This is an optimization exercise on Yosys and OpenROAD, whose aim is small area, not a production implementation.
Function was checked by simulation only, so behaviour that the tests miss may differ from the original.

Setup of build 64:
==> flow/design.v (excerpt) <==
module multiply_matrix
(
    input clk,
    input load,
	input load_w,
	input [159:0] c,
    input [63:0] a,
	input [63:0] b,
    output logic [159:0] out
);
Settings: LEC_CHECK=0, CAP_MARGIN=20, CORE_MARGIN=2, CORE_UTILIZATION=60, CTS_BUF_LIST=sky130_fd_sc_hd__clkbuf_8 sky130_fd_sc_hd__clkbuf_16, CTS_CLUSTER_DIAMETER=60, CTS_CLUSTER_SIZE=20, PLACE_DENSITY=0.72, SLEW_MARGIN=20, SYNTH_HIERARCHICAL=1; clock period 5.0 ns.
standard.sh (not shown) runs the stock make flow with config.mk's settings and CLKGATE_MAP_FILE= SYNTH_SCRIPT=/design/flow/synth_recipe.tcl, a recipe that flattens the netlist after the stock synthesis.
==> flow/flow/run.sh <==
#!/bin/bash
# Layout: the standard flow (standard.sh, unchanged synthesis and steps),
# with the input and output port buffers made of sky130_fd_sc_hd__buf_1 and
# clock tree synthesis without dummy loads and with larger sink clusters.
set -euo pipefail
export BUFFER_PORTS_ARGS="-buffer_cell sky130_fd_sc_hd__buf_1"
export CTS_ARGS="-sink_clustering_enable -repair_clock_nets -dont_use_dummy_load -sink_clustering_size 30 -sink_clustering_max_diameter 90 -buf_list sky130_fd_sc_hd__clkbuf_16"
bash standard.sh > standard_flow.log 2>&1
No stage failed in build 64, and the final checks on the layout all came back clean.
The inputs of build 18 differ from those of build 64 as listed below.
Settings: swapping 0.72 for 0.65 in PLACE_DENSITY; swapping 60 for 50 in CORE_UTILIZATION.
==> flow/flow/run.sh <==
#!/bin/bash
# Layout: the standard flow (standard.sh, unchanged synthesis and steps),
# with the input and output port buffers made of sky130_fd_sc_hd__buf_1.
set -euo pipefail
export BUFFER_PORTS_ARGS="-buffer_cell sky130_fd_sc_hd__buf_1"
bash standard.sh > standard_flow.log 2>&1
--- outcome ---
Delta (build 18 minus build 64): ratio of cells with drive above 1 in the final layout rose 2.5 points; post-detailed-placement half-perimeter wirelength rose about 4.6%.
The flow did not stop early for build 18: all stages ran, and the layout cleared the timing, design-rule and antenna checks.
Delta (build 18 minus build 64): number of logic stages on the critical path including buffering rose by 1; post-layout instance area rose by 3.7%; clock skew fell by 0.017 ns.
Going from build 64 to build 18, area growth from synthesis to layout grew by 3.8 points, worst hold slack shrank by 0.024 ns.
Higher met2 layer wire length in the routed design was reported by build 18, not build 64.
Total global-route track usage in build 18 is 5.0 points lower than in build 64
diff inputs: build 18 => build 35
Settings: PLACE_DENSITY now 0.78, was 0.65; CORE_UTILIZATION now 66, was 50.
--- a/flow/flow/run.sh
+++ b/flow/flow/run.sh
@@ -3 +3,2 @@
-# with the input and output port buffers made of sky130_fd_sc_hd__buf_1.
+# with the input and output port buffers made of sky130_fd_sc_hd__buf_1 and
+# clock tree synthesis without dummy loads and with larger sink clusters.
@@ -5,0 +7 @@
+export CTS_ARGS="-sink_clustering_enable -repair_clock_nets -dont_use_dummy_load -sink_clustering_size 30 -sink_clustering_max_diameter 80 -buf_list sky130_fd_sc_hd__clkbuf_16"
Notes after the runs:

---

Starting RTL as in the previous note.
## multiply_matrix
module multiply_matrix
(
    input clk,
    input load,
	input load_w,
	input [159:0] c,
    input [63:0] a,
	input [63:0] b,
    output logic [159:0] out
);
==> flow/config.mk <==
export PLATFORM = sky130hd
export DESIGN_NAME = multiply_matrix
export DESIGN_NICKNAME = multiply_matrix
export VERILOG_FILES = /design/flow/design.v
export SDC_FILE = /design/flow/constraint.sdc
export NUM_CORES = 8
export LEC_CHECK = 0
export CAP_MARGIN = 20
export CORE_MARGIN = 2
export CORE_UTILIZATION = 60
export CTS_BUF_LIST = sky130_fd_sc_hd__clkbuf_8 sky130_fd_sc_hd__clkbuf_16
export CTS_CLUSTER_DIAMETER = 60
export CTS_CLUSTER_SIZE = 20
export PLACE_DENSITY = 0.72
export SLEW_MARGIN = 20
export SYNTH_HIERARCHICAL = 1
export TNS_END_PERCENT = 10
==> flow/constraint.sdc <==
create_clock -name core_clock -period 5.0 [get_ports {clk}]
set_input_delay 1.0000 -clock core_clock [delete_from_list [all_inputs] [get_ports {clk}]]
set_output_delay 1.0000 -clock core_clock [all_outputs]
set_load 0.01 [all_outputs]
==> flow/flow/run.sh <==
#!/bin/bash
# Layout: the standard flow (standard.sh, unchanged synthesis and steps),
# with the input and output port buffers made of sky130_fd_sc_hd__buf_1 and
# clock tree synthesis without dummy loads and with larger sink clusters.
set -euo pipefail
export BUFFER_PORTS_ARGS="-buffer_cell sky130_fd_sc_hd__buf_1"
export CTS_ARGS="-sink_clustering_enable -repair_clock_nets -dont_use_dummy_load -sink_clustering_size 30 -sink_clustering_max_diameter 90 -buf_list sky130_fd_sc_hd__clkbuf_16"
bash standard.sh > standard_flow.log 2>&1
The starting point completed without violations.
Then changed:
--- a/flow/flow/run.sh
+++ b/flow/flow/run.sh
@@ -6,3 +6,3 @@
 export BUFFER_PORTS_ARGS="-buffer_cell sky130_fd_sc_hd__buf_1"
-export CTS_ARGS="-sink_clustering_enable -repair_clock_nets -dont_use_dummy_load -sink_clustering_size 30 -sink_clustering_max_diameter 90 -buf_list sky130_fd_sc_hd__clkbuf_16"
+export CTS_ARGS="-sink_clustering_enable -repair_clock_nets -dont_use_dummy_load -sink_clustering_size 30 -sink_clustering_max_diameter 80 -buf_list sky130_fd_sc_hd__clkbuf_16"
 bash standard.sh > standard_flow.log 2>&1
--- a/flow/config.mk
+++ b/flow/config.mk
@@ -13,2 +13,3 @@
 export CTS_CLUSTER_SIZE = 20
+export GPL_TIMING_DRIVEN = 0
 export PLACE_DENSITY = 0.72
@@ -16,2 +17 @@
 export SYNTH_HIERARCHICAL = 1
-export TNS_END_PERCENT = 10
The changed run produced a layout that fails on negative setup slack.
Design area came out higher by a few percent.
Final cell count came out higher by roughly a tenth.
Flip-flop and latch count stays the same.
Worst hold slack gains 49 ps.
Via count came out higher by a few percent.
Non-clock buffer count came out higher by 1312.
Sequential share of layout area came out lower by 2.2 points.
Then changed:
--- a/flow/config.mk
+++ b/flow/config.mk
@@ -13,3 +13,2 @@
 export CTS_CLUSTER_SIZE = 20
-export GPL_TIMING_DRIVEN = 0
 export PLACE_DENSITY = 0.72
The changed run went through all stages and came out clean.
Fmax goes up by about 6%.
Global-route usage goes down by 1.3 points.
Worst setup slack improves by 300 ps.

-- what the ideal ports hide --
How much do the figures lean on ideal ports? The routed layouts below were timed once more, with nothing changed but the port constraints.
Step 1 sets driving cells, clkbuf_16 on the clock port and buf_2 on the other inputs (assumed; they add their load-dependent delay and slew).
Step 2, shift: input delay + t, output delay - t, t = (earliest + latest rising clock arrival at the registers) / 2. This alone moves slack from input paths to output paths.
Three values: ideal ports, drivers, drivers and shift; two values: the first two.
run	shift t [ns]	slack for setup (ns)	worst register clock-pin slew, ns	pins driven straight from the clock port
build 64	1.016	0.136 / 0.135 / 0.135	0.12 / 0.12	1
build 18	1.054	0.139 / 0.139 / 0.139	0.08 / 0.08	1
build 35	0.928	0.275 / 0.275 / 0.275	0.12 / 0.12	1
the first run of note 2	1.016	0.136 / 0.135 / 0.135	0.12 / 0.12	1
the second run of note 2	0.950	-0.190 / -0.190 / -0.589	0.12 / 0.12	1
the third run of note 2	0.974	0.109 / 0.109 / 0.109	0.11 / 0.11	1
The setup slack of the second run of note 2, which loses most, moves by 0.000 ns with the drivers and by -0.399 ns with both steps.
